Source: an optimization exercise on an open RTL-to-GDS flow (aim: small area, a short achievable clock period and few clock cycles). Production flows keep margins and buffers that such runs may drop.
The RTL was checked by simulation tests, not by an equivalence proof against the original design.

==> flow/design.v <==
module cmul (
	input             clk,
	input      [15:0] x,
	input      [5:0]  idx,
	output reg [15:0] rs,
	output reg [15:0] rc,
	output reg [15:0] is,
	output reg [15:0] ic
);
	reg  [7:0] xr, xi;
	reg  [3:0] wr_neg, wr_one, wr_two, wi_neg, wi_one, wi_two, wn_neg;
	reg  [3:0] wq_neg, wq_one, wq_two;
	wire [3:0] wn_one = wi_one;
	wire [3:0] wn_two = wi_two;
	wire [7:0] kr_k, ki_k;
	genvar gk;
	generate
		for (gk = 0; gk < 4; gk = gk + 1) begin : g_k
			assign kr_k[2*gk]   = wr_neg[gk] ^ wn_neg[gk];
			assign kr_k[2*gk+1] = wr_neg[gk] & wn_neg[gk];
			assign ki_k[2*gk]   = ~wq_neg[gk] ^ wi_neg[gk];
			assign ki_k[2*gk+1] = ~wq_neg[gk] & wi_neg[gk];
		end
	endgenerate
	reg  [27:0] rom;
	always @(*)
		case (idx)
			6'd0: rom = 28'b0001000110000000000000000000;    
			6'd1: rom = 28'b0001000110000011001000010000;    
			6'd2: rom = 28'b0001000010010100011000000010;    
			6'd3: rom = 28'b0001000010010110011100000001;    
			6'd4: rom = 28'b0010001110000101000101100010;    
			6'd5: rom = 28'b0011001110000100000101000001;    
			6'd6: rom = 28'b0011001010011011101101000100;    
			6'd7: rom = 28'b0010000010101000111100000111;    
			6'd8: rom = 28'b0100011110001001110100000100;    
			6'd9: rom = 28'b0101011110001011111000010100;    
			6'd10: rom = 28'b0100010010001000101000000010;    
			6'd11: rom = 28'b0110011110001001100100000000;    
			6'd12: rom = 28'b0111011010011010100100100001;    
			6'd13: rom = 28'b0101000011111100111000000010;    
			6'd14: rom = 28'b0101001011011101110100000000;    
			6'd15: rom = 28'b0001100001011111111100000000;    
			6'd16: rom = 28'b0011101001011101100001110010;    
			6'd17: rom = 28'b0000111100001101101001010010;    
			6'd18: rom = 28'b0000110100001001000011010100;    
			6'd19: rom = 28'b0010111000001011001011010100;    
			6'd20: rom = 28'b0001100100101001010010110110;    
			6'd21: rom = 28'b0000100100001001011110000110;    
			6'd22: rom = 28'b0010101000001000010010000100;    
			6'd23: rom = 28'b0101110000111010011110000101;    
			6'd24: rom = 28'b0100110100001011011110000100;    
			6'd25: rom = 28'b0111111100001010010010100100;    
			6'd26: rom = 28'b0100101101001001000010110010;    
			6'd27: rom = 28'b0001000101001000001110000011;    
			6'd28: rom = 28'b0010000101101001001110000010;    
			6'd29: rom = 28'b0001011100001001001010010010;    
			6'd30: rom = 28'b0010011000001001001010010010;    
			6'd31: rom = 28'b0001000000111000000110000001;    
			6'd32: rom = 28'b0000000000001000000110000001;    
			6'd33: rom = 28'b0011001000011000000110000001;    
			6'd34: rom = 28'b0100011000001001001010010010;    
			6'd35: rom = 28'b0110011100001001001010010010;    
			6'd36: rom = 28'b0101000101101001001110000010;    
			6'd37: rom = 28'b0100000101001000001110000011;    
			6'd38: rom = 28'b1011101101001001000010110010;    
			6'd39: rom = 28'b1000111100001010010010100100;    
			6'd40: rom = 28'b1001110100001011011110000100;    
			6'd41: rom = 28'b1011111000011010011110000101;    
			6'd42: rom = 28'b1000101000001000010010000100;    
			6'd43: rom = 28'b1001100100001001011110000110;    
			6'd44: rom = 28'b1010100100101001010010110110;    
			6'd45: rom = 28'b1100111000001011001011010100;    
			6'd46: rom = 28'b1101110100001001000011010100;    
			6'd47: rom = 28'b1111111100001101101001010010;    
			6'd48: rom = 28'b1101100001111101100001110010;    
			6'd49: rom = 28'b1101101001011111111100000000;    
			6'd50: rom = 28'b1001000011011101110100000000;    
			6'd51: rom = 28'b1011001011011100111000000010;    
			6'd52: rom = 28'b1001010010111010100100100001;    
			6'd53: rom = 28'b1001011110001001100100000000;    
			6'd54: rom = 28'b1000010010001000101000000010;    
			6'd55: rom = 28'b1010011110001011111000010100;    
			6'd56: rom = 28'b1011011110001001110100000100;    
			6'd57: rom = 28'b1010010010101000111100000111;    
			6'd58: rom = 28'b1001000010111011101101000100;    
			6'd59: rom = 28'b1000001110000100000101000001;    
			6'd60: rom = 28'b1001001110000101000101100010;    
			6'd61: rom = 28'b1001001010010110011100000001;    
			6'd62: rom = 28'b1001001010010100011000000010;    
			6'd63: rom = 28'b1000000110000011001000010000;    
			default: rom = 28'd0;
		endcase
	always @(posedge clk) begin
		xr <= x[15:8];
		xi <= x[7:0];
		{wr_neg, wr_one, wr_two, wi_neg, wi_one, wi_two, wn_neg} <= rom;
		{wq_neg, wq_one, wq_two} <= ~rom[27:16];
	end
	wire t1 = ((wr_one[0] & xr[0]) ^ wr_neg[0]);
	wire t2 = (((wr_one[0] & xr[1]) | (wr_two[0] & xr[0])) ^ wr_neg[0]);
	wire t3 = (((wr_one[0] & xr[2]) | (wr_two[0] & xr[1])) ^ wr_neg[0]);
	wire t4 = (((wr_one[0] & xr[3]) | (wr_two[0] & xr[2])) ^ wr_neg[0]);
	wire t5 = (((wr_one[0] & xr[4]) | (wr_two[0] & xr[3])) ^ wr_neg[0]);
	wire t6 = (((wr_one[0] & xr[5]) | (wr_two[0] & xr[4])) ^ wr_neg[0]);
	wire t7 = (((wr_one[0] & xr[6]) | (wr_two[0] & xr[5])) ^ wr_neg[0]);
	wire t8 = (((wr_one[0] & xr[7]) | (wr_two[0] & xr[6])) ^ wr_neg[0]);
	wire t9 = ~(((wr_one[0] & xr[7]) | (wr_two[0] & xr[7])) ^ wr_neg[0]);
	wire t10 = ((wr_one[1] & xr[0]) ^ wr_neg[1]);
	wire t11 = (((wr_one[1] & xr[1]) | (wr_two[1] & xr[0])) ^ wr_neg[1]);
	wire t12 = (((wr_one[1] & xr[2]) | (wr_two[1] & xr[1])) ^ wr_neg[1]);
	wire t13 = (((wr_one[1] & xr[3]) | (wr_two[1] & xr[2])) ^ wr_neg[1]);
	wire t14 = (((wr_one[1] & xr[4]) | (wr_two[1] & xr[3])) ^ wr_neg[1]);
	wire t15 = (((wr_one[1] & xr[5]) | (wr_two[1] & xr[4])) ^ wr_neg[1]);
	wire t16 = (((wr_one[1] & xr[6]) | (wr_two[1] & xr[5])) ^ wr_neg[1]);
	wire t17 = (((wr_one[1] & xr[7]) | (wr_two[1] & xr[6])) ^ wr_neg[1]);
	wire t18 = ~(((wr_one[1] & xr[7]) | (wr_two[1] & xr[7])) ^ wr_neg[1]);
	wire t19 = ((wr_one[2] & xr[0]) ^ wr_neg[2]);
	wire t20 = (((wr_one[2] & xr[1]) | (wr_two[2] & xr[0])) ^ wr_neg[2]);
	wire t21 = (((wr_one[2] & xr[2]) | (wr_two[2] & xr[1])) ^ wr_neg[2]);
	wire t22 = (((wr_one[2] & xr[3]) | (wr_two[2] & xr[2])) ^ wr_neg[2]);
	wire t23 = (((wr_one[2] & xr[4]) | (wr_two[2] & xr[3])) ^ wr_neg[2]);
	wire t24 = (((wr_one[2] & xr[5]) | (wr_two[2] & xr[4])) ^ wr_neg[2]);
	wire t25 = (((wr_one[2] & xr[6]) | (wr_two[2] & xr[5])) ^ wr_neg[2]);
	wire t26 = (((wr_one[2] & xr[7]) | (wr_two[2] & xr[6])) ^ wr_neg[2]);
	wire t27 = ~(((wr_one[2] & xr[7]) | (wr_two[2] & xr[7])) ^ wr_neg[2]);
	wire t28 = ((wr_one[3] & xr[0]) ^ wr_neg[3]);
	wire t29 = (((wr_one[3] & xr[1]) | (wr_two[3] & xr[0])) ^ wr_neg[3]);
	wire t30 = (((wr_one[3] & xr[2]) | (wr_two[3] & xr[1])) ^ wr_neg[3]);
	wire t31 = (((wr_one[3] & xr[3]) | (wr_two[3] & xr[2])) ^ wr_neg[3]);
	wire t32 = (((wr_one[3] & xr[4]) | (wr_two[3] & xr[3])) ^ wr_neg[3]);
	wire t33 = (((wr_one[3] & xr[5]) | (wr_two[3] & xr[4])) ^ wr_neg[3]);
	wire t34 = (((wr_one[3] & xr[6]) | (wr_two[3] & xr[5])) ^ wr_neg[3]);
	wire t35 = (((wr_one[3] & xr[7]) | (wr_two[3] & xr[6])) ^ wr_neg[3]);
	wire t36 = ~(((wr_one[3] & xr[7]) | (wr_two[3] & xr[7])) ^ wr_neg[3]);
	wire t37 = ((wn_one[0] & xi[0]) ^ wn_neg[0]);
	wire t38 = (((wn_one[0] & xi[1]) | (wn_two[0] & xi[0])) ^ wn_neg[0]);
	wire t39 = (((wn_one[0] & xi[2]) | (wn_two[0] & xi[1])) ^ wn_neg[0]);
	wire t40 = (((wn_one[0] & xi[3]) | (wn_two[0] & xi[2])) ^ wn_neg[0]);
	wire t41 = (((wn_one[0] & xi[4]) | (wn_two[0] & xi[3])) ^ wn_neg[0]);
	wire t42 = (((wn_one[0] & xi[5]) | (wn_two[0] & xi[4])) ^ wn_neg[0]);
	wire t43 = (((wn_one[0] & xi[6]) | (wn_two[0] & xi[5])) ^ wn_neg[0]);
	wire t44 = (((wn_one[0] & xi[7]) | (wn_two[0] & xi[6])) ^ wn_neg[0]);
	wire t45 = ~(((wn_one[0] & xi[7]) | (wn_two[0] & xi[7])) ^ wn_neg[0]);
	wire t46 = ((wn_one[1] & xi[0]) ^ wn_neg[1]);
	wire t47 = (((wn_one[1] & xi[1]) | (wn_two[1] & xi[0])) ^ wn_neg[1]);
	wire t48 = (((wn_one[1] & xi[2]) | (wn_two[1] & xi[1])) ^ wn_neg[1]);
	wire t49 = (((wn_one[1] & xi[3]) | (wn_two[1] & xi[2])) ^ wn_neg[1]);
	wire t50 = (((wn_one[1] & xi[4]) | (wn_two[1] & xi[3])) ^ wn_neg[1]);
	wire t51 = (((wn_one[1] & xi[5]) | (wn_two[1] & xi[4])) ^ wn_neg[1]);
	wire t52 = (((wn_one[1] & xi[6]) | (wn_two[1] & xi[5])) ^ wn_neg[1]);
	wire t53 = (((wn_one[1] & xi[7]) | (wn_two[1] & xi[6])) ^ wn_neg[1]);
	wire t54 = ~(((wn_one[1] & xi[7]) | (wn_two[1] & xi[7])) ^ wn_neg[1]);
	wire t55 = ((wn_one[2] & xi[0]) ^ wn_neg[2]);
	wire t56 = (((wn_one[2] & xi[1]) | (wn_two[2] & xi[0])) ^ wn_neg[2]);
	wire t57 = (((wn_one[2] & xi[2]) | (wn_two[2] & xi[1])) ^ wn_neg[2]);
	wire t58 = (((wn_one[2] & xi[3]) | (wn_two[2] & xi[2])) ^ wn_neg[2]);
	wire t59 = (((wn_one[2] & xi[4]) | (wn_two[2] & xi[3])) ^ wn_neg[2]);
	wire t60 = (((wn_one[2] & xi[5]) | (wn_two[2] & xi[4])) ^ wn_neg[2]);
	wire t61 = (((wn_one[2] & xi[6]) | (wn_two[2] & xi[5])) ^ wn_neg[2]);
	wire t62 = (((wn_one[2] & xi[7]) | (wn_two[2] & xi[6])) ^ wn_neg[2]);
	wire t63 = ~(((wn_one[2] & xi[7]) | (wn_two[2] & xi[7])) ^ wn_neg[2]);
	wire t64 = ((wn_one[3] & xi[0]) ^ wn_neg[3]);
	wire t65 = (((wn_one[3] & xi[1]) | (wn_two[3] & xi[0])) ^ wn_neg[3]);
	wire t66 = (((wn_one[3] & xi[2]) | (wn_two[3] & xi[1])) ^ wn_neg[3]);
	wire t67 = (((wn_one[3] & xi[3]) | (wn_two[3] & xi[2])) ^ wn_neg[3]);
	wire t68 = (((wn_one[3] & xi[4]) | (wn_two[3] & xi[3])) ^ wn_neg[3]);
	wire t69 = (((wn_one[3] & xi[5]) | (wn_two[3] & xi[4])) ^ wn_neg[3]);
	wire t70 = (((wn_one[3] & xi[6]) | (wn_two[3] & xi[5])) ^ wn_neg[3]);
	wire t71 = (((wn_one[3] & xi[7]) | (wn_two[3] & xi[6])) ^ wn_neg[3]);
	wire t72 = ~(((wn_one[3] & xi[7]) | (wn_two[3] & xi[7])) ^ wn_neg[3]);
	wire t73 = t5 ^ t12;
	wire t74 = t5 & t12;
	wire t75 = t6 ^ t13 ^ t20;
	wire t76 = (t6 & t13) | (t6 & t20) | (t13 & t20);
	wire t77 = t7 ^ t14 ^ t21;
	wire t78 = (t7 & t14) | (t7 & t21) | (t14 & t21);
	wire t79 = t28 ^ t43 ^ t50;
	wire t80 = (t28 & t43) | (t28 & t50) | (t43 & t50);
	wire t81 = t8 ^ t15 ^ t22;
	wire t82 = (t8 & t15) | (t8 & t22) | (t15 & t22);
	wire t83 = t29 ^ t44 ^ t51;
	wire t84 = (t29 & t44) | (t29 & t51) | (t44 & t51);
	wire t85 = t58 ^ t65;
	wire t86 = t58 & t65;
	wire t87 = t9 ^ t16 ^ t23;
	wire t88 = (t9 & t16) | (t9 & t23) | (t16 & t23);
	wire t89 = t30 ^ t45 ^ t52;
	wire t90 = (t30 & t45) | (t30 & t52) | (t45 & t52);
	wire t91 = t59 ^ t66;
	wire t92 = t59 & t66;
	wire t93 = t17 ^ t24 ^ t31;
	wire t94 = (t17 & t24) | (t17 & t31) | (t24 & t31);
	wire t95 = t53 ^ t60 ^ t67;
	wire t96 = (t53 & t60) | (t53 & t67) | (t60 & t67);
	wire t97 = t18 ^ t25 ^ t32;
	wire t98 = (t18 & t25) | (t18 & t32) | (t25 & t32);
	wire t99 = t54 ^ t61;
	wire t100 = t54 & t61;
	wire t101 = t3 ^ t10;
	wire t102 = t3 & t10;
	wire t103 = t4 ^ t11 ^ t40;
	wire t104 = (t4 & t11) | (t4 & t40) | (t11 & t40);
	wire t105 = t73 ^ t19 ^ t41;
	wire t106 = (t73 & t19) | (t73 & t41) | (t19 & t41);
	wire t107 = t48 ^ t55;
	wire t108 = t48 & t55;
	wire t109 = t75 ^ t42 ^ t49;
	wire t110 = (t75 & t42) | (t75 & t49) | (t42 & t49);
	wire t111 = t56 ^ kr_k[5] ^ t74;
	wire t112 = (t56 & kr_k[5]) | (t56 & t74) | (kr_k[5] & t74);
	wire t113 = t77 ^ t79 ^ t57;
	wire t114 = (t77 & t79) | (t77 & t57) | (t79 & t57);
	wire t115 = t64 ^ kr_k[6] ^ t76;
	wire t116 = (t64 & kr_k[6]) | (t64 & t76) | (kr_k[6] & t76);
	wire t117 = t81 ^ t83 ^ t85;
	wire t118 = (t81 & t83) | (t81 & t85) | (t83 & t85);
	wire t119 = kr_k[7] ^ t78 ^ t80;
	wire t120 = (kr_k[7] & t78) | (kr_k[7] & t80) | (t78 & t80);
	wire t121 = t87 ^ t89 ^ t91;
	wire t122 = (t87 & t89) | (t87 & t91) | (t89 & t91);
	wire t123 = t82 ^ t84 ^ t86;
	wire t124 = (t82 & t84) | (t82 & t86) | (t84 & t86);
	wire t125 = t93 ^ t95 ^ 1'b1;
	wire t126 = (t93 & t95) | (t93 & 1'b1) | (t95 & 1'b1);
	wire t127 = t88 ^ t90 ^ t92;
	wire t128 = (t88 & t90) | (t88 & t92) | (t90 & t92);
	wire t129 = t97 ^ t99 ^ t68;
	wire t130 = (t97 & t99) | (t97 & t68) | (t99 & t68);
	wire t131 = 1'b1 ^ t94 ^ t96;
	wire t132 = (1'b1 & t94) | (1'b1 & t96) | (t94 & t96);
	wire t133 = t26 ^ t33 ^ t62;
	wire t134 = (t26 & t33) | (t26 & t62) | (t33 & t62);
	wire t135 = t69 ^ t98 ^ t100;
	wire t136 = (t69 & t98) | (t69 & t100) | (t98 & t100);
	wire t137 = t27 ^ t34 ^ t63;
	wire t138 = (t27 & t34) | (t27 & t63) | (t34 & t63);
	wire t139 = t70 ^ 1'b1;
	wire t140 = t70 & 1'b1;
	wire t141 = t101 ^ t39;
	wire t142 = t101 & t39;
	wire t143 = t103 ^ t47 ^ kr_k[3];
	wire t144 = (t103 & t47) | (t103 & kr_k[3]) | (t47 & kr_k[3]);
	wire t145 = t105 ^ t107 ^ kr_k[4];
	wire t146 = (t105 & t107) | (t105 & kr_k[4]) | (t107 & kr_k[4]);
	wire t147 = t109 ^ t111 ^ t106;
	wire t148 = (t109 & t111) | (t109 & t106) | (t111 & t106);
	wire t149 = t113 ^ t115 ^ t110;
	wire t150 = (t113 & t115) | (t113 & t110) | (t115 & t110);
	wire t151 = t117 ^ t119 ^ t114;
	wire t152 = (t117 & t119) | (t117 & t114) | (t119 & t114);
	wire t153 = t121 ^ t123 ^ t118;
	wire t154 = (t121 & t123) | (t121 & t118) | (t123 & t118);
	wire t155 = t125 ^ t127 ^ t122;
	wire t156 = (t125 & t127) | (t125 & t122) | (t127 & t122);
	wire t157 = t129 ^ t131 ^ t126;
	wire t158 = (t129 & t131) | (t129 & t126) | (t131 & t126);
	wire t159 = t133 ^ t135 ^ t130;
	wire t160 = (t133 & t135) | (t133 & t130) | (t135 & t130);
	wire t161 = t137 ^ t139 ^ t134;
	wire t162 = (t137 & t139) | (t137 & t134) | (t139 & t134);
	wire t163 = t35 ^ t71 ^ t138;
	wire t164 = (t35 & t71) | (t35 & t138) | (t71 & t138);
	wire t165 = t36 ^ t72;
	wire t166 = t36 & t72;
	wire t167 = t1 ^ t37;
	wire t168 = t1 & t37;
	wire t169 = t2 ^ t38 ^ kr_k[1];
	wire t170 = (t2 & t38) | (t2 & kr_k[1]) | (t38 & kr_k[1]);
	wire t171 = t141 ^ t46 ^ kr_k[2];
	wire t172 = (t141 & t46) | (t141 & kr_k[2]) | (t46 & kr_k[2]);
	wire t173 = t143 ^ t102 ^ t142;
	wire t174 = (t143 & t102) | (t143 & t142) | (t102 & t142);
	wire t175 = t145 ^ t104 ^ t144;
	wire t176 = (t145 & t104) | (t145 & t144) | (t104 & t144);
	wire t177 = t147 ^ t108 ^ t146;
	wire t178 = (t147 & t108) | (t147 & t146) | (t108 & t146);
	wire t179 = t149 ^ t112 ^ t148;
	wire t180 = (t149 & t112) | (t149 & t148) | (t112 & t148);
	wire t181 = t151 ^ t116 ^ t150;
	wire t182 = (t151 & t116) | (t151 & t150) | (t116 & t150);
	wire t183 = t153 ^ t120 ^ t152;
	wire t184 = (t153 & t120) | (t153 & t152) | (t120 & t152);
	wire t185 = t155 ^ t124 ^ t154;
	wire t186 = (t155 & t124) | (t155 & t154) | (t124 & t154);
	wire t187 = t157 ^ t128 ^ t156;
	wire t188 = (t157 & t128) | (t157 & t156) | (t128 & t156);
	wire t189 = t159 ^ t132 ^ t158;
	wire t190 = (t159 & t132) | (t159 & t158) | (t132 & t158);
	wire t191 = t161 ^ t136 ^ t160;
	wire t192 = (t161 & t136) | (t161 & t160) | (t136 & t160);
	wire t193 = t163 ^ t140 ^ t162;
	wire t194 = (t163 & t140) | (t163 & t162) | (t140 & t162);
	wire t195 = t165 ^ 1'b1 ^ t164;
	wire t196 = (t165 & 1'b1) | (t165 & t164) | (1'b1 & t164);
	wire t197 = ((~wq_one[0] & xi[0]) ^ ~wq_neg[0]);
	wire t198 = (((~wq_one[0] & xi[1]) | (~wq_two[0] & xi[0])) ^ ~wq_neg[0]);
	wire t199 = (((~wq_one[0] & xi[2]) | (~wq_two[0] & xi[1])) ^ ~wq_neg[0]);
	wire t200 = (((~wq_one[0] & xi[3]) | (~wq_two[0] & xi[2])) ^ ~wq_neg[0]);
	wire t201 = (((~wq_one[0] & xi[4]) | (~wq_two[0] & xi[3])) ^ ~wq_neg[0]);
	wire t202 = (((~wq_one[0] & xi[5]) | (~wq_two[0] & xi[4])) ^ ~wq_neg[0]);
	wire t203 = (((~wq_one[0] & xi[6]) | (~wq_two[0] & xi[5])) ^ ~wq_neg[0]);
	wire t204 = (((~wq_one[0] & xi[7]) | (~wq_two[0] & xi[6])) ^ ~wq_neg[0]);
	wire t205 = ~(((~wq_one[0] & xi[7]) | (~wq_two[0] & xi[7])) ^ ~wq_neg[0]);
	wire t206 = ((~wq_one[1] & xi[0]) ^ ~wq_neg[1]);
	wire t207 = (((~wq_one[1] & xi[1]) | (~wq_two[1] & xi[0])) ^ ~wq_neg[1]);
	wire t208 = (((~wq_one[1] & xi[2]) | (~wq_two[1] & xi[1])) ^ ~wq_neg[1]);
	wire t209 = (((~wq_one[1] & xi[3]) | (~wq_two[1] & xi[2])) ^ ~wq_neg[1]);
	wire t210 = (((~wq_one[1] & xi[4]) | (~wq_two[1] & xi[3])) ^ ~wq_neg[1]);
	wire t211 = (((~wq_one[1] & xi[5]) | (~wq_two[1] & xi[4])) ^ ~wq_neg[1]);
	wire t212 = (((~wq_one[1] & xi[6]) | (~wq_two[1] & xi[5])) ^ ~wq_neg[1]);
	wire t213 = (((~wq_one[1] & xi[7]) | (~wq_two[1] & xi[6])) ^ ~wq_neg[1]);
	wire t214 = ~(((~wq_one[1] & xi[7]) | (~wq_two[1] & xi[7])) ^ ~wq_neg[1]);
	wire t215 = ((~wq_one[2] & xi[0]) ^ ~wq_neg[2]);
	wire t216 = (((~wq_one[2] & xi[1]) | (~wq_two[2] & xi[0])) ^ ~wq_neg[2]);
	wire t217 = (((~wq_one[2] & xi[2]) | (~wq_two[2] & xi[1])) ^ ~wq_neg[2]);
	wire t218 = (((~wq_one[2] & xi[3]) | (~wq_two[2] & xi[2])) ^ ~wq_neg[2]);
	wire t219 = (((~wq_one[2] & xi[4]) | (~wq_two[2] & xi[3])) ^ ~wq_neg[2]);
	wire t220 = (((~wq_one[2] & xi[5]) | (~wq_two[2] & xi[4])) ^ ~wq_neg[2]);
	wire t221 = (((~wq_one[2] & xi[6]) | (~wq_two[2] & xi[5])) ^ ~wq_neg[2]);
	wire t222 = (((~wq_one[2] & xi[7]) | (~wq_two[2] & xi[6])) ^ ~wq_neg[2]);
	wire t223 = ~(((~wq_one[2] & xi[7]) | (~wq_two[2] & xi[7])) ^ ~wq_neg[2]);
	wire t224 = ((~wq_one[3] & xi[0]) ^ ~wq_neg[3]);
	wire t225 = (((~wq_one[3] & xi[1]) | (~wq_two[3] & xi[0])) ^ ~wq_neg[3]);
	wire t226 = (((~wq_one[3] & xi[2]) | (~wq_two[3] & xi[1])) ^ ~wq_neg[3]);
	wire t227 = (((~wq_one[3] & xi[3]) | (~wq_two[3] & xi[2])) ^ ~wq_neg[3]);
	wire t228 = (((~wq_one[3] & xi[4]) | (~wq_two[3] & xi[3])) ^ ~wq_neg[3]);
	wire t229 = (((~wq_one[3] & xi[5]) | (~wq_two[3] & xi[4])) ^ ~wq_neg[3]);
	wire t230 = (((~wq_one[3] & xi[6]) | (~wq_two[3] & xi[5])) ^ ~wq_neg[3]);
	wire t231 = (((~wq_one[3] & xi[7]) | (~wq_two[3] & xi[6])) ^ ~wq_neg[3]);
	wire t232 = ~(((~wq_one[3] & xi[7]) | (~wq_two[3] & xi[7])) ^ ~wq_neg[3]);
	wire t233 = ((wi_one[0] & xr[0]) ^ wi_neg[0]);
	wire t234 = (((wi_one[0] & xr[1]) | (wi_two[0] & xr[0])) ^ wi_neg[0]);
	wire t235 = (((wi_one[0] & xr[2]) | (wi_two[0] & xr[1])) ^ wi_neg[0]);
	wire t236 = (((wi_one[0] & xr[3]) | (wi_two[0] & xr[2])) ^ wi_neg[0]);
	wire t237 = (((wi_one[0] & xr[4]) | (wi_two[0] & xr[3])) ^ wi_neg[0]);
	wire t238 = (((wi_one[0] & xr[5]) | (wi_two[0] & xr[4])) ^ wi_neg[0]);
	wire t239 = (((wi_one[0] & xr[6]) | (wi_two[0] & xr[5])) ^ wi_neg[0]);
	wire t240 = (((wi_one[0] & xr[7]) | (wi_two[0] & xr[6])) ^ wi_neg[0]);
	wire t241 = ~(((wi_one[0] & xr[7]) | (wi_two[0] & xr[7])) ^ wi_neg[0]);
	wire t242 = ((wi_one[1] & xr[0]) ^ wi_neg[1]);
	wire t243 = (((wi_one[1] & xr[1]) | (wi_two[1] & xr[0])) ^ wi_neg[1]);
	wire t244 = (((wi_one[1] & xr[2]) | (wi_two[1] & xr[1])) ^ wi_neg[1]);
	wire t245 = (((wi_one[1] & xr[3]) | (wi_two[1] & xr[2])) ^ wi_neg[1]);
	wire t246 = (((wi_one[1] & xr[4]) | (wi_two[1] & xr[3])) ^ wi_neg[1]);
	wire t247 = (((wi_one[1] & xr[5]) | (wi_two[1] & xr[4])) ^ wi_neg[1]);
	wire t248 = (((wi_one[1] & xr[6]) | (wi_two[1] & xr[5])) ^ wi_neg[1]);
	wire t249 = (((wi_one[1] & xr[7]) | (wi_two[1] & xr[6])) ^ wi_neg[1]);
	wire t250 = ~(((wi_one[1] & xr[7]) | (wi_two[1] & xr[7])) ^ wi_neg[1]);
	wire t251 = ((wi_one[2] & xr[0]) ^ wi_neg[2]);
	wire t252 = (((wi_one[2] & xr[1]) | (wi_two[2] & xr[0])) ^ wi_neg[2]);
	wire t253 = (((wi_one[2] & xr[2]) | (wi_two[2] & xr[1])) ^ wi_neg[2]);
	wire t254 = (((wi_one[2] & xr[3]) | (wi_two[2] & xr[2])) ^ wi_neg[2]);
	wire t255 = (((wi_one[2] & xr[4]) | (wi_two[2] & xr[3])) ^ wi_neg[2]);
	wire t256 = (((wi_one[2] & xr[5]) | (wi_two[2] & xr[4])) ^ wi_neg[2]);
	wire t257 = (((wi_one[2] & xr[6]) | (wi_two[2] & xr[5])) ^ wi_neg[2]);
	wire t258 = (((wi_one[2] & xr[7]) | (wi_two[2] & xr[6])) ^ wi_neg[2]);
	wire t259 = ~(((wi_one[2] & xr[7]) | (wi_two[2] & xr[7])) ^ wi_neg[2]);
	wire t260 = ((wi_one[3] & xr[0]) ^ wi_neg[3]);
	wire t261 = (((wi_one[3] & xr[1]) | (wi_two[3] & xr[0])) ^ wi_neg[3]);
	wire t262 = (((wi_one[3] & xr[2]) | (wi_two[3] & xr[1])) ^ wi_neg[3]);
	wire t263 = (((wi_one[3] & xr[3]) | (wi_two[3] & xr[2])) ^ wi_neg[3]);
	wire t264 = (((wi_one[3] & xr[4]) | (wi_two[3] & xr[3])) ^ wi_neg[3]);
	wire t265 = (((wi_one[3] & xr[5]) | (wi_two[3] & xr[4])) ^ wi_neg[3]);
	wire t266 = (((wi_one[3] & xr[6]) | (wi_two[3] & xr[5])) ^ wi_neg[3]);
	wire t267 = (((wi_one[3] & xr[7]) | (wi_two[3] & xr[6])) ^ wi_neg[3]);
	wire t268 = ~(((wi_one[3] & xr[7]) | (wi_two[3] & xr[7])) ^ wi_neg[3]);
	wire t269 = t201 ^ t208;
	wire t270 = t201 & t208;
	wire t271 = t202 ^ t209 ^ t216;
	wire t272 = (t202 & t209) | (t202 & t216) | (t209 & t216);
	wire t273 = t203 ^ t210 ^ t217;
	wire t274 = (t203 & t210) | (t203 & t217) | (t210 & t217);
	wire t275 = t224 ^ t239 ^ t246;
	wire t276 = (t224 & t239) | (t224 & t246) | (t239 & t246);
	wire t277 = t204 ^ t211 ^ t218;
	wire t278 = (t204 & t211) | (t204 & t218) | (t211 & t218);
	wire t279 = t225 ^ t240 ^ t247;
	wire t280 = (t225 & t240) | (t225 & t247) | (t240 & t247);
	wire t281 = t254 ^ t261;
	wire t282 = t254 & t261;
	wire t283 = t205 ^ t212 ^ t219;
	wire t284 = (t205 & t212) | (t205 & t219) | (t212 & t219);
	wire t285 = t226 ^ t241 ^ t248;
	wire t286 = (t226 & t241) | (t226 & t248) | (t241 & t248);
	wire t287 = t255 ^ t262;
	wire t288 = t255 & t262;
	wire t289 = t213 ^ t220 ^ t227;
	wire t290 = (t213 & t220) | (t213 & t227) | (t220 & t227);
	wire t291 = t249 ^ t256 ^ t263;
	wire t292 = (t249 & t256) | (t249 & t263) | (t256 & t263);
	wire t293 = t214 ^ t221 ^ t228;
	wire t294 = (t214 & t221) | (t214 & t228) | (t221 & t228);
	wire t295 = t250 ^ t257;
	wire t296 = t250 & t257;
	wire t297 = t199 ^ t206;
	wire t298 = t199 & t206;
	wire t299 = t200 ^ t207 ^ t236;
	wire t300 = (t200 & t207) | (t200 & t236) | (t207 & t236);
	wire t301 = t269 ^ t215 ^ t237;
	wire t302 = (t269 & t215) | (t269 & t237) | (t215 & t237);
	wire t303 = t244 ^ t251;
	wire t304 = t244 & t251;
	wire t305 = t271 ^ t238 ^ t245;
	wire t306 = (t271 & t238) | (t271 & t245) | (t238 & t245);
	wire t307 = t252 ^ ki_k[5] ^ t270;
	wire t308 = (t252 & ki_k[5]) | (t252 & t270) | (ki_k[5] & t270);
	wire t309 = t273 ^ t275 ^ t253;
	wire t310 = (t273 & t275) | (t273 & t253) | (t275 & t253);
	wire t311 = t260 ^ ki_k[6] ^ t272;
	wire t312 = (t260 & ki_k[6]) | (t260 & t272) | (ki_k[6] & t272);
	wire t313 = t277 ^ t279 ^ t281;
	wire t314 = (t277 & t279) | (t277 & t281) | (t279 & t281);
	wire t315 = ki_k[7] ^ t274 ^ t276;
	wire t316 = (ki_k[7] & t274) | (ki_k[7] & t276) | (t274 & t276);
	wire t317 = t283 ^ t285 ^ t287;
	wire t318 = (t283 & t285) | (t283 & t287) | (t285 & t287);
	wire t319 = t278 ^ t280 ^ t282;
	wire t320 = (t278 & t280) | (t278 & t282) | (t280 & t282);
	wire t321 = t289 ^ t291 ^ 1'b1;
	wire t322 = (t289 & t291) | (t289 & 1'b1) | (t291 & 1'b1);
	wire t323 = t284 ^ t286 ^ t288;
	wire t324 = (t284 & t286) | (t284 & t288) | (t286 & t288);
	wire t325 = t293 ^ t295 ^ t264;
	wire t326 = (t293 & t295) | (t293 & t264) | (t295 & t264);
	wire t327 = 1'b1 ^ t290 ^ t292;
	wire t328 = (1'b1 & t290) | (1'b1 & t292) | (t290 & t292);
	wire t329 = t222 ^ t229 ^ t258;
	wire t330 = (t222 & t229) | (t222 & t258) | (t229 & t258);
	wire t331 = t265 ^ t294 ^ t296;
	wire t332 = (t265 & t294) | (t265 & t296) | (t294 & t296);
	wire t333 = t223 ^ t230 ^ t259;
	wire t334 = (t223 & t230) | (t223 & t259) | (t230 & t259);
	wire t335 = t266 ^ 1'b1;
	wire t336 = t266 & 1'b1;
	wire t337 = t297 ^ t235;
	wire t338 = t297 & t235;
	wire t339 = t299 ^ t243 ^ ki_k[3];
	wire t340 = (t299 & t243) | (t299 & ki_k[3]) | (t243 & ki_k[3]);
	wire t341 = t301 ^ t303 ^ ki_k[4];
	wire t342 = (t301 & t303) | (t301 & ki_k[4]) | (t303 & ki_k[4]);
	wire t343 = t305 ^ t307 ^ t302;
	wire t344 = (t305 & t307) | (t305 & t302) | (t307 & t302);
	wire t345 = t309 ^ t311 ^ t306;
	wire t346 = (t309 & t311) | (t309 & t306) | (t311 & t306);
	wire t347 = t313 ^ t315 ^ t310;
	wire t348 = (t313 & t315) | (t313 & t310) | (t315 & t310);
	wire t349 = t317 ^ t319 ^ t314;
	wire t350 = (t317 & t319) | (t317 & t314) | (t319 & t314);
	wire t351 = t321 ^ t323 ^ t318;
	wire t352 = (t321 & t323) | (t321 & t318) | (t323 & t318);
	wire t353 = t325 ^ t327 ^ t322;
	wire t354 = (t325 & t327) | (t325 & t322) | (t327 & t322);
	wire t355 = t329 ^ t331 ^ t326;
	wire t356 = (t329 & t331) | (t329 & t326) | (t331 & t326);
	wire t357 = t333 ^ t335 ^ t330;
	wire t358 = (t333 & t335) | (t333 & t330) | (t335 & t330);
	wire t359 = t231 ^ t267 ^ t334;
	wire t360 = (t231 & t267) | (t231 & t334) | (t267 & t334);
	wire t361 = t232 ^ t268;
	wire t362 = t232 & t268;
	wire t363 = t197 ^ t233;
	wire t364 = t197 & t233;
	wire t365 = t198 ^ t234 ^ ki_k[1];
	wire t366 = (t198 & t234) | (t198 & ki_k[1]) | (t234 & ki_k[1]);
	wire t367 = t337 ^ t242 ^ ki_k[2];
	wire t368 = (t337 & t242) | (t337 & ki_k[2]) | (t242 & ki_k[2]);
	wire t369 = t339 ^ t298 ^ t338;
	wire t370 = (t339 & t298) | (t339 & t338) | (t298 & t338);
	wire t371 = t341 ^ t300 ^ t340;
	wire t372 = (t341 & t300) | (t341 & t340) | (t300 & t340);
	wire t373 = t343 ^ t304 ^ t342;
	wire t374 = (t343 & t304) | (t343 & t342) | (t304 & t342);
	wire t375 = t345 ^ t308 ^ t344;
	wire t376 = (t345 & t308) | (t345 & t344) | (t308 & t344);
	wire t377 = t347 ^ t312 ^ t346;
	wire t378 = (t347 & t312) | (t347 & t346) | (t312 & t346);
	wire t379 = t349 ^ t316 ^ t348;
	wire t380 = (t349 & t316) | (t349 & t348) | (t316 & t348);
	wire t381 = t351 ^ t320 ^ t350;
	wire t382 = (t351 & t320) | (t351 & t350) | (t320 & t350);
	wire t383 = t353 ^ t324 ^ t352;
	wire t384 = (t353 & t324) | (t353 & t352) | (t324 & t352);
	wire t385 = t355 ^ t328 ^ t354;
	wire t386 = (t355 & t328) | (t355 & t354) | (t328 & t354);
	wire t387 = t357 ^ t332 ^ t356;
	wire t388 = (t357 & t332) | (t357 & t356) | (t332 & t356);
	wire t389 = t359 ^ t336 ^ t358;
	wire t390 = (t359 & t336) | (t359 & t358) | (t336 & t358);
	wire t391 = t361 ^ 1'b1 ^ t360;
	wire t392 = (t361 & 1'b1) | (t361 & t360) | (1'b1 & t360);
	always @(posedge clk) begin
		rs <= {t166, t195, t193, t191, t189, t187, t185, t183, t181, t179, t177, t175, t173, t171, t169, t167};
		rc <= {t196, t194, t192, t190, t188, t186, t184, t182, t180, t178, t176, t174, t172, t170, t168, kr_k[0]};
		is <= {t362, t391, t389, t387, t385, t383, t381, t379, t377, t375, t373, t371, t369, t367, t365, t363};
		ic <= {t392, t390, t388, t386, t384, t382, t380, t378, t376, t374, t372, t370, t368, t366, t364, ki_k[0]};
	end
endmodule
module butterfly_ra2 #(parameter S = 3) (
	input             clk,
	input             inj,
	input             osel,
	input      [15:0] rs,
	input      [15:0] rc,
	input      [15:0] is,
	input      [15:0] ic,
	input      [15:0] xin,
	output     [15:0] xout
);
	localparam D = 1 << S;
	localparam L = D + 3;
	reg  [16*L-1:0] sr;                  
	reg  [8:0]      r9, i9;
	wire [15:0] rel = rs + rc;
	wire [15:0] img = is + ic;
	wire [15:0] x1 = sr[16*L-1 -: 16];
	wire [8:0]  p = {x1[15], x1[15:8]} + r9;
	wire [8:0]  u = {x1[15], x1[15:8]} - r9;
	wire [8:0]  q = {x1[7], x1[7:0]} + i9;
	wire [8:0]  v = {x1[7], x1[7:0]} - i9;
	integer k;
	always @(posedge clk) begin
		r9 <= rel[15:7];
		i9 <= img[15:7];
		sr[15:0] <= xin;
		for (k = 1; k < L; k = k + 1)
			sr[16*k +: 16] <= (k == 3 && inj) ? {u[8:1], v[8:1]} : sr[16*(k-1) +: 16];
	end
	assign xout = osel ? x1 : {p[8:1], q[8:1]};
endmodule
module bf_s0 (
	input             clk,
	input             inj,
	input             osel,
	input      [7:0]  xin,
	input      [8:0]  r9,
	output     [7:0]  xout
);
	reg  [7:0] r0, r1;           
	reg  [7:0] ar, br;           
	wire [8:0] p = {r0[7], r0} + r9;
	wire [8:0] u = {r0[7], r0} - r9;
	always @(posedge clk) begin
		r0 <= xin;
		r1 <= inj ? br : r0;
		ar <= p[8:1];
		br <= u[8:1];
	end
	assign xout = osel ? r1 : ar;
endmodule
module bf_s1 (
	input             clk,
	input             lo,
	input             inj,
	input             osel,
	input      [7:0]  xin,
	output     [15:0] xout
);
	function automatic [8:0] mul127(input [7:0] x);
		begin
			if (x == 8'h80)
				mul127 = 9'h181;                     
			else if (!x[7] && x != 8'd0)
				mul127 = {1'b0, x} - 9'd1;           
			else
				mul127 = {x[7], x};                  
		end
	endfunction
	function automatic [8:0] mul127n(input [7:0] x);
		begin
			if (x[7])
				mul127n = 9'd0 - {x[7], x} - 9'd1;   
			else
				mul127n = 9'd0 - {1'b0, x};          
		end
	endfunction
	reg  [7:0]  r0, r1;
	reg  [15:0] r2, r3;
	reg  [8:0]  r9r, i9r;
	reg  [15:0] ar, br;
	wire [7:0] x1 = r2[15:8];    
	wire [8:0] p = {x1[7], x1} + r9r;
	wire [8:0] u = {x1[7], x1} - r9r;
	wire [8:0] v = 9'd0 - i9r;
	always @(posedge clk) begin
		r0 <= xin;
		r1 <= r0;
		r2 <= inj ? br : {r1, 8'd0};
		r3 <= r2;
		r9r <= lo ? 9'd0 : mul127(xin);
		i9r <= lo ? mul127n(xin) : 9'd0;
		ar <= {p[8:1], i9r[8:1]};
		br <= {u[8:1], v[8:1]};
	end
	assign xout = osel ? r3 : ar;
endmodule
module cmul2 (
	input             clk,
	input      [15:0] x,
	input      [1:0]  lo,
	output reg [15:0] rs,
	output reg [15:0] rc,
	output reg [15:0] is,
	output reg [15:0] ic
);
	reg  [9:0] ra, ib;           
	reg        k90, ineg;        
	wire [9:0] xr10 = {{2{x[15]}}, x[15:8]};
	wire [9:0] xi10 = {{2{x[7]}}, x[7:0]};
	wire [9:0] s = xr10 + xi10;
	wire [9:0] d = xi10 - xr10;
	reg  [9:0] ra_n, ib_n;
	always @(*)
		case (lo)
			2'd0: begin ra_n = xr10; ib_n = xi10; end
			2'd1: begin ra_n = s;    ib_n = d;    end
			2'd2: begin ra_n = xi10; ib_n = xr10; end
			default: begin ra_n = d; ib_n = s;    end
		endcase
	wire [9:0]  ia = (ib ^ {10{ineg}}) + {9'd0, ineg};
	wire [15:0] ar = {{6{ra[9]}}, ra};
	wire [15:0] ai = {{6{ia[9]}}, ia};
	wire [15:0] r1 = k90 ? ar << 6 : ar << 7;
	wire [15:0] r2 = k90 ? ar << 4 : ~ar;
	wire [15:0] r3 = k90 ? ar << 3 : 16'd0;
	wire [15:0] r4 = k90 ? ar << 1 : 16'd0;
	wire [15:0] i1 = k90 ? ai << 6 : ai << 7;
	wire [15:0] i2 = k90 ? ai << 4 : ~ai;
	wire [15:0] i3 = k90 ? ai << 3 : 16'd0;
	wire [15:0] i4 = k90 ? ai << 1 : 16'd0;
	wire [15:0] rs1 = r1 ^ r2 ^ r3;
	wire [15:0] rc1 = {((r1 & r2) | (r1 & r3) | (r2 & r3)), ~k90};
	wire [15:0] is1 = i1 ^ i2 ^ i3;
	wire [15:0] ic1 = {((i1 & i2) | (i1 & i3) | (i2 & i3)), ~k90};
	always @(posedge clk) begin
		ra <= ra_n;
		ib <= ib_n;
		k90 <= lo[0];
		ineg <= lo[1];
		rs <= rs1 ^ rc1 ^ r4;
		rc <= {((rs1 & rc1) | (rs1 & r4) | (rc1 & r4)), 1'b0};
		is <= is1 ^ ic1 ^ i4;
		ic <= {((is1 & ic1) | (is1 & i4) | (ic1 & i4)), 1'b0};
	end
endmodule
module ram128 (
	input             clk,
	input             modeA,
	input             modeB,
	input             modeC,
	input             bypA,
	input             bypB,
	input             bypC,
	input      [7:0]  din,           
	output     [7:0]  dout,          
	input             inj,
	input             osel,
	input      [15:0] rs,            
	input      [15:0] rc,
	input      [15:0] is,
	input      [15:0] ic,
	input      [15:0] xin,
	output     [15:0] xout
);
	localparam D = 64;
	localparam L = D + 3;
	reg  [8*L-1:0] re;               
	reg  [8*L-1:0] im;
	wire [7:0] a_last = re[8*62 +: 8];
	wire [7:0] b_last = im[8*39 +: 8];
	wire [7:0] c_last = im[8*51 +: 8];
	wire [7:0] s_a = bypA ? din : a_last;
	wire [7:0] s_b = bypB ? s_a : b_last;
	assign dout = bypC ? s_b : c_last;
	reg  [8:0]  r9, i9;
	wire [15:0] rel = rs + rc;
	wire [15:0] img = is + ic;
	wire [7:0] x1r = re[8*L-1 -: 8];
	wire [7:0] x1i = im[8*L-1 -: 8];
	wire [8:0] p = {x1r[7], x1r} + r9;
	wire [8:0] u = {x1r[7], x1r} - r9;
	wire [8:0] q = {x1i[7], x1i} + i9;
	wire [8:0] v = {x1i[7], x1i} - i9;
	integer k;
	always @(posedge clk) begin
		re[7:0] <= modeA ? (bypA ? a_last : din) : xin[15:8];
		im[7:0] <= xin[7:0];
		for (k = 1; k < L; k = k + 1) begin
			if (k == 3 && inj) begin
				re[8*k +: 8] <= u[8:1];
				im[8*k +: 8] <= v[8:1];
			end else begin
				re[8*k +: 8] <= re[8*(k-1) +: 8];
				if (k == 10 && modeB)
					im[8*k +: 8] <= bypB ? b_last : s_a;
				else if (k == 40 && modeC)
					im[8*k +: 8] <= bypC ? c_last : s_b;
				else
					im[8*k +: 8] <= im[8*(k-1) +: 8];
			end
		end
	end
	always @(posedge clk) begin
		r9 <= rel[15:7];
		i9 <= img[15:7];
	end
	assign xout = osel ? {x1r, x1i} : {p[8:1], q[8:1]};
endmodule
module wnp (
	input      [5:0]  address,
	output reg [15:0] q
);
	always @(*)
		case (address)
      6'd0: q = 16'h7f00;
      6'd1: q = 16'h7ffa;
      6'd2: q = 16'h7ef4;
      6'd3: q = 16'h7eed;
      6'd4: q = 16'h7de7;
      6'd5: q = 16'h7be1;
      6'd6: q = 16'h7adb;
      6'd7: q = 16'h78d5;
      6'd8: q = 16'h75cf;
      6'd9: q = 16'h73ca;
      6'd10: q = 16'h70c4;
      6'd11: q = 16'h6dbf;
      6'd12: q = 16'h6ab9;
      6'd13: q = 16'h66b4;
      6'd14: q = 16'h62af;
      6'd15: q = 16'h5eab;
      6'd16: q = 16'h5aa6;
      6'd17: q = 16'h55a2;
      6'd18: q = 16'h519e;
      6'd19: q = 16'h4c9a;
      6'd20: q = 16'h4796;
      6'd21: q = 16'h4193;
      6'd22: q = 16'h3c90;
      6'd23: q = 16'h368d;
      6'd24: q = 16'h318b;
      6'd25: q = 16'h2b88;
      6'd26: q = 16'h2586;
      6'd27: q = 16'h1f85;
      6'd28: q = 16'h1983;
      6'd29: q = 16'h1382;
      6'd30: q = 16'h0c82;
      6'd31: q = 16'h0681;
      6'd32: q = 16'h0081;
      6'd33: q = 16'hfa81;
      6'd34: q = 16'hf482;
      6'd35: q = 16'hed82;
      6'd36: q = 16'he783;
      6'd37: q = 16'he185;
      6'd38: q = 16'hdb86;
      6'd39: q = 16'hd588;
      6'd40: q = 16'hcf8b;
      6'd41: q = 16'hca8d;
      6'd42: q = 16'hc490;
      6'd43: q = 16'hbf93;
      6'd44: q = 16'hb996;
      6'd45: q = 16'hb49a;
      6'd46: q = 16'haf9e;
      6'd47: q = 16'haba2;
      6'd48: q = 16'ha6a6;
      6'd49: q = 16'ha2ab;
      6'd50: q = 16'h9eaf;
      6'd51: q = 16'h9ab4;
      6'd52: q = 16'h96b9;
      6'd53: q = 16'h93bf;
      6'd54: q = 16'h90c4;
      6'd55: q = 16'h8dca;
      6'd56: q = 16'h8bcf;
      6'd57: q = 16'h88d5;
      6'd58: q = 16'h86db;
      6'd59: q = 16'h85e1;
      6'd60: q = 16'h83e7;
      6'd61: q = 16'h82ed;
      6'd62: q = 16'h82f4;
      6'd63: q = 16'h81fa;
			default: q = 16'h0000;
		endcase
endmodule
module fft(
	rst_n,
	clk,
	data1,
	fft_go,
	fft_done,
	fft_res
);
	input rst_n;
	input clk;
	input signed [7:0] data1;
	input fft_go;
	output reg fft_done;
	output reg [15:0] fft_res;
	localparam [8:0] OUT0 = 9'd255;              
	localparam [8:0] LAST = OUT0 + 9'd127;       
	reg        run;
	reg  [8:0] cnt;
	always @(posedge clk or negedge rst_n)
		if (!rst_n) begin
			run <= 1'b0;
			cnt <= 9'd0;
		end else if (fft_go) begin
			run <= 1'b1;
			cnt <= 9'd1;
		end else if (run) begin
			cnt <= cnt + 9'd1;
			if (cnt == LAST)
				run <= 1'b0;
		end
	always @(posedge clk or negedge rst_n)
		if (!rst_n)
			fft_done <= 1'b0;
		else
			fft_done <= run & ~fft_go & (cnt >= OUT0 - 9'd1) & (cnt <= LAST - 9'd1);
	reg  bypA, bypB, bypC, modeA, modeB, modeC;
	reg  inj0, osel0, lo1, inj1, osel1, inj2, osel2;
	reg  [1:0] lo2;
	reg  inj3, osel3, inj4, osel4, inj5, osel5, inj6, osel6, sel6;
	reg  [5:0] tw3, tw4, tw5, tw6;
	wire [6:0] c7 = cnt[6:0];
	wire [6:0] pA = c7 - 7'd2;       
	wire [6:0] pB = c7 - 7'd65;
	wire [6:0] pC = c7 - 7'd95;
	wire [6:0] j0 = c7 - 7'd109, q0 = c7 - 7'd110;      
	wire [6:0] p1 = c7 - 7'd110, j1 = c7 - 7'd112, q1 = c7 - 7'd114;
	wire [6:0] p2 = c7 - 7'd114, j2 = c7 - 7'd117, q2 = c7 - 7'd121;
	wire [6:0] p3 = c7 - 7'd121, j3 = c7 - 7'd124, q3 = c7 - 7'd132;
	wire [6:0] p4 = c7 - 7'd132, j4 = c7 - 7'd135, q4 = c7 - 7'd151;
	wire [6:0] p5 = c7 - 7'd151, j5 = c7 - 7'd154, q5 = c7 - 7'd186;
	wire [6:0] p6 = c7 - 7'd186, j6 = c7 - 7'd189, q6 = c7 - 7'd253;
	always @(posedge clk) begin
		bypA <= pA[6] & ~pA[0];
		bypB <= pB[5] & ~pB[1];
		bypC <= pC[4] & ~pC[2];
		modeA <= cnt <= 9'd129;
		modeB <= cnt <= 9'd192;
		modeC <= cnt <= 9'd222;
		inj0 <= j0[0];  osel0 <= q0[0];
		lo1 <= p1[0];   inj1 <= j1[1];  osel1 <= q1[1];
		lo2 <= p2[1:0]; inj2 <= j2[2];  osel2 <= q2[2];
		tw3 <= {p3[2:0], 3'd0}; inj3 <= j3[3]; osel3 <= q3[3];
		tw4 <= {p4[3:0], 2'd0}; inj4 <= j4[4]; osel4 <= q4[4];
		tw5 <= {p5[4:0], 1'd0}; inj5 <= j5[5]; osel5 <= q5[5];
		tw6 <= p6[5:0];
		inj6 <= j6[6] & (cnt >= 9'd250);
		osel6 <= q6[6];
		sel6 <= cnt >= 9'd249;
	end
	function automatic [8:0] mul127(input [7:0] x);
		begin
			if (x == 8'h80)
				mul127 = 9'h181;                     
			else if (!x[7] && x != 8'd0)
				mul127 = {1'b0, x} - 9'd1;           
			else
				mul127 = {x[7], x};                  
		end
	endfunction
	reg  [7:0] sc;
	reg  [8:0] sc9;                  
	wire [7:0] sc_n;
	always @(posedge clk) begin
		sc <= sc_n;
		sc9 <= mul127(sc_n);
	end
	wire [7:0]  s_0;
	wire [15:0] s_1, s_2, s_3, s_4, s_5, s_6;
	wire [15:0] rsa, rca, isa, ica, rsb, rcb, isb, icb, rsc, rcc, isc, icc;
	wire [15:0] rs2, rc2, is2, ic2;
	bf_s0 st0(.clk(clk), .inj(inj0), .osel(osel0), .xin(sc), .r9(sc9), .xout(s_0));
	bf_s1 st1(.clk(clk), .lo(lo1), .inj(inj1), .osel(osel1), .xin(s_0), .xout(s_1));
	cmul2 mul2(.clk(clk), .x(s_1), .lo(lo2), .rs(rs2), .rc(rc2), .is(is2), .ic(ic2));
	butterfly_ra2 #(.S(2)) st2(.clk(clk), .inj(inj2), .osel(osel2), .rs(rs2), .rc(rc2), .is(is2), .ic(ic2), .xin(s_1), .xout(s_2));
	cmul mula(.clk(clk), .x(sel6 ? s_5 : s_2), .idx(sel6 ? tw6 : tw3), .rs(rsa), .rc(rca), .is(isa), .ic(ica));
	cmul mulb(.clk(clk), .x(s_3), .idx(tw4), .rs(rsb), .rc(rcb), .is(isb), .ic(icb));
	cmul mulc(.clk(clk), .x(s_4), .idx(tw5), .rs(rsc), .rc(rcc), .is(isc), .ic(icc));
	butterfly_ra2 #(.S(3)) st3(.clk(clk), .inj(inj3), .osel(osel3), .rs(rsa), .rc(rca), .is(isa), .ic(ica), .xin(s_2), .xout(s_3));
	butterfly_ra2 #(.S(4)) st4(.clk(clk), .inj(inj4), .osel(osel4), .rs(rsb), .rc(rcb), .is(isb), .ic(icb), .xin(s_3), .xout(s_4));
	butterfly_ra2 #(.S(5)) st5(.clk(clk), .inj(inj5), .osel(osel5), .rs(rsc), .rc(rcc), .is(isc), .ic(icc), .xin(s_4), .xout(s_5));
	ram128 st6(.clk(clk), .modeA(modeA), .modeB(modeB), .modeC(modeC),
		.bypA(bypA), .bypB(bypB), .bypC(bypC), .din(data1), .dout(sc_n),
		.inj(inj6), .osel(osel6), .rs(rsa), .rc(rca), .is(isa), .ic(ica), .xin(s_5), .xout(s_6));
	always @(posedge clk)
		fft_res <= s_6;
endmodule
==> flow/run.sh <==
#!/bin/bash
# synth_recipe.tcl (not shown) runs the flow's synth.tcl, then flattens the netlist and writes it again
# the make line also repeats each setting of config.mk as NAME=value (left out here)
make -C /OpenROAD-flow-scripts/flow DESIGN_CONFIG=/design/flow/config.mk WORK_HOME=/design/flow/orfs CLKGATE_MAP_FILE= SYNTH_SCRIPT=/design/flow/synth_recipe.tcl finish
==> flow/config.mk <==
export PLATFORM = sky130hd
export DESIGN_NAME = fft
export DESIGN_NICKNAME = fft
export VERILOG_FILES = /design/flow/design.v
export SDC_FILE = /design/flow/constraint.sdc
export NUM_CORES = 4
export LEC_CHECK = 0
export CAP_MARGIN = 20
export CORE_MARGIN = 2
export CORE_UTILIZATION = 55
export CTS_CLUSTER_DIAMETER = 60
export CTS_CLUSTER_SIZE = 30
export PLACE_DENSITY = 0.65
export SETUP_SLACK_MARGIN = 5.0
export SLEW_MARGIN = 20
==> flow/constraint.sdc <==
create_clock -name core_clock -period 8.0 [get_ports {clk}]
set_input_delay 1.6000 -clock core_clock [delete_from_list [all_inputs] [get_ports {clk}]]
set_output_delay 1.6000 -clock core_clock [all_outputs]
set_load 0.01 [all_outputs]
==> out/metrics.csv, run 1 <==
stage,metric,value,unit
critical_path,Worst Path Max Fanout,4,
floorplanning,die area,178000,sq um
drt,vias per inst,5.06,
timing,final worst-path cycle share,38.9,%
clocking,Longest Clk Path Bufs,3,
timing,fmax,0.321,GHz
timing,skew final,0.0616,ns
timing,Hold Fails Final Rpt,0,
layout,Non-Filler Instances,10300,
global_route,largest net degree at the start of global routing,45,
floorplanning,DIE HEIGHT,422,um
drt,drt first pass iters,6,
outcome,SO Faults,antenna rules,
timing,Final min period,3.11,ns
logic_synthesis,most common cell in the netlist,dfxtp_1,
floorplanning,Core Area,174000,sq um
layout,Filler Cell Count,13500,
logic_synthesis,post-synth top area share,61.2,%
logic_synthesis,Synth area leader,dfxtp_1,
outcome,status,finished with violations,
timing,Pins Over Slew Limit,0,
logic_synthesis,Synth Instances,7802,
critical_path,crit path DAT,3.91,ns
placement,Placer Congestion,0.873,
global_route,number of global-route vias before repair,51500,
layout,layout cells sized above 1,14.6,%
floorplanning,IO Pins,28,
clocking,CTS tree,done,
logic_synthesis,Post-synth EDFFs,0,
clocking,clock-pin slew of the registers on the worst-case setup and hold paths,0.10,ns
logic_synthesis,"top cells by area, synth","dfxtp_1 61%, fa_1 7.2%, ha_1 5.9%",
drt,vias post-DR,52200,
global_route,initial antenna violation count,5,
critical_path,Required @ worst endpoint,8.79,ns
logic_synthesis,ys async rst share,0.373,%
drt,DR iter-0 viols,3384,
placement,placed cell count,9835,
logic_synthesis,Synth cell types,78,
global_route,first-pass GRT wire length,294000,um
global_route,grt total ovfl,0,
clocking,later-pin clock latency in the skew report,0.86,ns
timing,Setup TNS,0,ns
layout,fin nets,8686,
logic_synthesis,Synth Warn #,20,
placement,DP HPWL,132000,um
floorplanning,# rows,153,
run,maxcap violations,0,
timing,# setup viols final,0,
layout,Layout Utilization,62.3,%
timing,Hold Slack,0.275,ns
clocking,root cell of the clock tree,clkbuf_16,
drt,wire per inst,18.6,um
critical_path,CP Class,reg -> reg,
critical_path,crit path capture type,flip-flop,
logic_synthesis,mapped cell area,96200,sq um
floorplanning,Initial Util,55.3,%
drt,DRC errors left,0,
logic_synthesis,average cell area after synthesis,12.3,sq um
logic_synthesis,sequential share of the synthesized area,61.5,%
placement,PortBufs,27,
critical_path,R2R Setup Slk,4.89,ns
logic_synthesis,synth cell count leaders,"2,939 x dfxtp_1, 651 x inv_1, 469 x xnor2_1",
clocking,H-tree depth,4,
timing,Slew HR,27.3,%
critical_path,crit start category,flip-flop,
floorplanning,die width,422,um
timing,RSZ-0062 raised after global routing,yes,
layout,Area Growth Syn to Fin,12.5,%
drt,Final ANT Viol Nets,1,
global_route,GRT Util Overall,21.1,%
clocking,cts bufs inserted,163,
logic_synthesis,"flops & latches, synth",2950,
logic_synthesis,Post-synth top flop,dfxtp_1,
drt,Post-Route WL,192000,um
timing,Worst-Margin Slew,1.06,ns
clocking,CTS Sinks,2950,
worst_hold_path,min-delay worst type,reg -> reg,
## sequential cells by signal, indices dropped and copies added (netlist names), 25 cells and up
name and flops:
mulb.rom 25, mulc.rom 27, st2.sr 112, st3.sr 176, st4.sr 304, st5.sr 560, st6.im 536, st6.re 536
## per-layer routing
layer / wire (um) / vias up / track usage [%]
li1: - / 25500 / -
met1: 90900 / 25300 / 30.1
met2: 88100 / 1161 / 33.8
met3: 8410 / 276 / 2.84
met4: 4330 / 0 / 5.77
met5: 0 / - / 0
## repair_timing
action / in CTS / in global routing
cloned: 3 / 0
setup endpoints to repair: 274 / 168
hold buffers: 0 / 0
resized for setup: 435 / 308
buffers inserted: 103 / 93
pin swaps: 67 / 206
## worst max-delay path, stage by stage, from the launching register on
cell	delay [ns]
dfxtp_4	0.36
or4b_4	0.57
mux2i_4	0.18
nand2_2	0.08
buf_4	0.14
nor4_4	0.15
nor3_2	0.08
a31o_4	0.22
inv_2	0.06
ha_4	0.14
nand2b_4	0.12
fa_1	0.43
fa_2	0.53
## worst paths after layout
path | cells past startpoint | start | endpoint
max | 12 | mul2.ib[2] | mul2.is[9]
min in group asynchronous | 1 | rst_n | fft_done
min | 0 | st5.sr[420] | st5.sr[436]
min reg2reg | 0 | st5.sr[420] | st5.sr[436]
max in group asynchronous | 1 | rst_n | cnt[2]
max reg2reg | 12 | mul2.ib[2] | mul2.is[9]
## through the flow
stage          instance area (sq um)  setup slack (ns)
2_1_floorplan                  96900              4.99
3_3_place_gp                   98500              4.22
3_5_place_dp                   98500              4.23
4_1_cts                       106000              4.84
5_1_grt                       108000              4.77
6_report                      108000              4.89
## cell type report
type / instances / area, sq um / area share [%]
Tap cell: 2325 / 2910 / 2.69
Clock buffer: 177 / 4220 / 3.90
Antenna cell: 8 / 20.0 / 0.0185
Timing Repair inverter: 1 / 7.51 / 0.00694
Clock inverter: 99 / 1700 / 1.57
Sequential cell: 2950 / 59600 / 55.0
Multi-Input combinational cell: 3824 / 34700 / 32.1
Timing Repair Buffer: 265 / 2380 / 2.20
Inverter: 669 / 2680 / 2.47
## cells in the final DEF (no fill, tap or decap), types with 30 or more instances in the layout
cell,n
fa_2,30
nand3_1,47
a22oi_2,75
o22ai_1,62
nand2b_1,42
inv_1,610
buf_4,190
nor2_1,252
a31oi_1,40
o21ai_0,222
dfxtp_2,81
clkbuf_16,164
fa_1,314
ha_1,441
o21a_1,30
dfxtp_1,2770
nand2_1,286
a22oi_1,146
xor2_1,196
nor2b_1,56
o21bai_1,73
dfxtp_4,88
nor3_1,42
mux2_2,114
a21oi_1,264
mux2i_1,59
xnor2_1,439
a21o_1,85
## cells by family after synthesis
logic type,count (synthesis),synth area share (%)
other,2,0.00781
and+or+nand+nor,909,4.50
DFF,2950,61.5
AOI/OAI and AO/OA,1234,8.27
adders and majority gates,801,13.1
muxes,201,2.49
buffers and inverters,1031,4.03
xor gates and xnor gates,674,6.14
Testbench counts, summed over its fixed seeds: cycles 18,384.
==> inputs of run 2 (changes only) <==
--- a/flow/config.mk
+++ b/flow/config.mk
@@ -7,9 +7,8 @@
 export LEC_CHECK = 0
 export CAP_MARGIN = 20
 export CORE_MARGIN = 2
-export CORE_UTILIZATION = 55
+export CORE_UTILIZATION = 40
 export CTS_CLUSTER_DIAMETER = 60
 export CTS_CLUSTER_SIZE = 30
-export PLACE_DENSITY = 0.65
 export SETUP_SLACK_MARGIN = 5.0
 export SLEW_MARGIN = 20
==> out/metrics.csv, run 2 <==
stage,metric,value,unit,change
floorplanning,# rows,180,,+18%
timing,Worst-Margin Slew,1.01,ns,-0.0542 ns
floorplanning,Core Area,240000,sq um,+38%
logic_synthesis,post-synth top area share,61.2,%,unchanged
critical_path,crit start category,flip-flop,,
drt,vias per inst,4.69,,-7.4%
layout,largest reg by FF count,st5.sr,,
layout,"commonest non-fill, non-tap cells in the layout","2,760 x dfxtp_1, 605 x inv_1, 442 x xnor2_1",,
floorplanning,IO Pins,28,,unchanged
drt,wire per inst,17.8,um,-4.3%
clocking,clock-pin slew of the registers on the worst-case setup and hold paths,0.10,ns,about the same
drt,Post-Route WL,198000,um,+3.4%
clocking,later-pin clock latency in the skew report,0.85,ns,about the same
logic_synthesis,synth cell count leaders,"2,939 x dfxtp_1, 651 x inv_1, 469 x xnor2_1",,
logic_synthesis,Synth cell types,78,,unchanged
drt,drt first pass iters,6,,unchanged
logic_synthesis,Synth area leader,dfxtp_1,,
floorplanning,die width,494,um,+17%
critical_path,r2r startpoint,st5.sr[3],,
floorplanning,DIE HEIGHT,494,um,+17%
worst_hold_path,Hold Path Sink,st6.re[97],,
clocking,Longest Clk Path Bufs,3,,unchanged
global_route,initial antenna violation count,10,,+5
global_route,first-pass GRT wire length,305000,um,+3.8%
logic_synthesis,mapped cell area,96200,sq um,unchanged
layout,max FFs per register,560,,unchanged
layout,fin nets,8664,,-0.25%
drt,vias post-DR,52300,,+0.10%
logic_synthesis,sequential share of the synthesized area,61.5,%,unchanged
clocking,hold_buf cts,0,,unchanged
timing,RSZ-0062 raised after global routing,yes,,
critical_path,CP Class,reg -> reg,,
critical_path,"CP delay by family, top",adder cells,,
global_route,grt total ovfl,0,,unchanged
critical_path,"slowest stage delay, CP",0.56,ns,about the same
critical_path,R2R Setup Slk,4.90,ns,about the same
layout,layout cells sized above 1,14.6,%,about the same
placement,DP HPWL,138000,um,+5.0%
timing,fmax,0.323,GHz,+0.42%
critical_path,Worst Reg-to-Reg Cells,9,,-3
timing,# setup viols final,0,,unchanged
logic_synthesis,ys async rst share,0.373,%,unchanged
placement,Placer Congestion,0.873,,about the same
timing,Pins Over Slew Limit,0,,unchanged
timing,Hold Slack,0.309,ns,+0.0342 ns
clocking,H-tree depth,4,,unchanged
timing,final worst-path cycle share,38.8,%,-0.16 points
floorplanning,die area,244000,sq um,+37%
layout,Area Growth Syn to Fin,13.4,%,
outcome,status,finished clean,,
critical_path,CP Cell Sequence,buf_12 -> buf_12 -> a22oi_2 -> xor2_1 -> fa_1 -> inv_2 -> fa_1 -> fa_1 -> fa_1,,
drt,DRC errors left,0,,unchanged
worst_hold_path,Hold Crit Depth,0,,unchanged
timing,Setup TNS,0,ns,unchanged
clocking,CTS Sinks,2950,,unchanged
timing,skew final,0.0495,ns,-0.0121 ns
layout,Largest regs,"st5.sr: 560 flops, st6.im: 536 flops, st6.re: 536 flops",,
critical_path,Most common cell on crit path,fa_1,,
critical_path,Required @ worst endpoint,8.70,ns,-0.09 ns
worst_hold_path,min-delay worst type,reg -> reg,,
run,maxcap violations,0,,unchanged
critical_path,crit path DAT,3.80,ns,-0.11 ns
## run 2: changes by cell type in the layout (fill, tap and decap cells not counted), sizes merged
cell / before / now
buf: 254 / 233
inv: 690 / 701
bufinv: 6 / 3
clkbuf: 177 / 174
clkinv: 53 / 50
clkinvlp: 20 / 17
diode: 8 / 6
bufbuf: 1 / 2
## run 2: per-layer routing
layer	part of all wire [%]	GRT usage, %	up-vias	routed length, um
li1	-	-	25500	-
met4	3.9	6.16	2	7820
met3	4.1	2.39	361	8200
met1	46	21.6	25400	91400
met2	46	25.9	1094	90800
met5	0.0061	0	-	12
## run 2: how the worst max path moves through the flow
stage	start	end	slack, ns	cells past startpoint
finish	st5.sr[3]	mulc.rs[6]	4.90	9
global route	st5.sr[3]	mulc.rs[6]	4.80	9
CTS	st5.sr[11]	mulc.rs[6]	4.92	8
global placement	cnt[2]	mulc.rom[21]	4.08	8
detailed placement	cnt[2]	mulc.rom[21]	4.02	8
floorplan	mula.xr[2]	mula.rs[8]	4.99	9
## run 2: through the flow
step	instances	setup WS, ns	instance area [sq um]	utilization (%)
after floorplan	7805	4.99	96900	-
after global placement	10700	4.08	99600	41.5
after detailed placement	10700	4.02	99600	41.5
after CTS	11100	4.92	107000	44.8
after global routing	11200	4.80	109000	45.5
final	11200	4.90	109000	45.5
## run 2: cell families after synthesis
family / share of synthesized area (%)
compound gates: 8.27
xor+xnor: 6.14
fa+ha+maj: 13.1
buf+inv: 4.03
flops: 61.5
mux: 2.49
other cells: 0.00781
simple gates: 4.50
## run 2: layout make-up
class                      instances  area, sq um  share of cell area [%]
sequential                      2950        59600                    54.6
inverter                         669         2680                    2.46
clock buffer                     173         4080                    3.74
antenna                            6         15.0                  0.0138
clock inverter                    99         1560                    1.43
multi-input combinational       3824        34800                    31.9
timing repair buffer             246         2340                    2.14
timing repair inverter             3         17.5                  0.0161
tap                             3185         3990                    3.65
## run 2: worst register-to-register path: stages (launching register included)
cell	delay (ns)
dfxtp_2	0.34
buf_12	0.14
buf_12	0.13
a22oi_2	0.17
xor2_1	0.22
fa_1	0.46
inv_2	0.10
fa_1	0.43
fa_1	0.56
fa_1	0.42
## run 2: timing repair
item,in CTS,in global routing
gates resized for setup,486,269
setup endpoints to repair,275,167
pin swaps,96,177
endpoints found under the hold margin,0,0
setup buffers,123,49
gates cloned,5,2

## what the ideal ports hide
The flow's constraints put no driver on any port. The routed layouts listed below were extracted and timed again, unchanged, in two steps. Step 1 sets driving cells, clkbuf_16 on the clock port and buf_2 on the other inputs (assumed; they add their load-dependent delay and slew). Step 2 adds t to the input delays and takes it off the output delays; t is the mean of the earliest and latest rising clock arrival at the registers after step 1. Input paths then give back, and output paths get back, about the clock's delay inside the block. a / b / c = ideal / step 1 / step 2; a / b = the first two.
run | shift t [ns] | setup slack, ns | worst setup path after step 2 | clock arrival spread, ns
run 1 | 0.924 | 4.886 / 4.886 / 4.299 | input to register | 0.077 / 0.078
run 2 | 0.907 | 4.899 / 4.899 / 4.400 | input to register | 0.071 / 0.071
The setup slack of run 1, which loses most, moves by 0.000 ns with the drivers and by -0.587 ns with both steps.
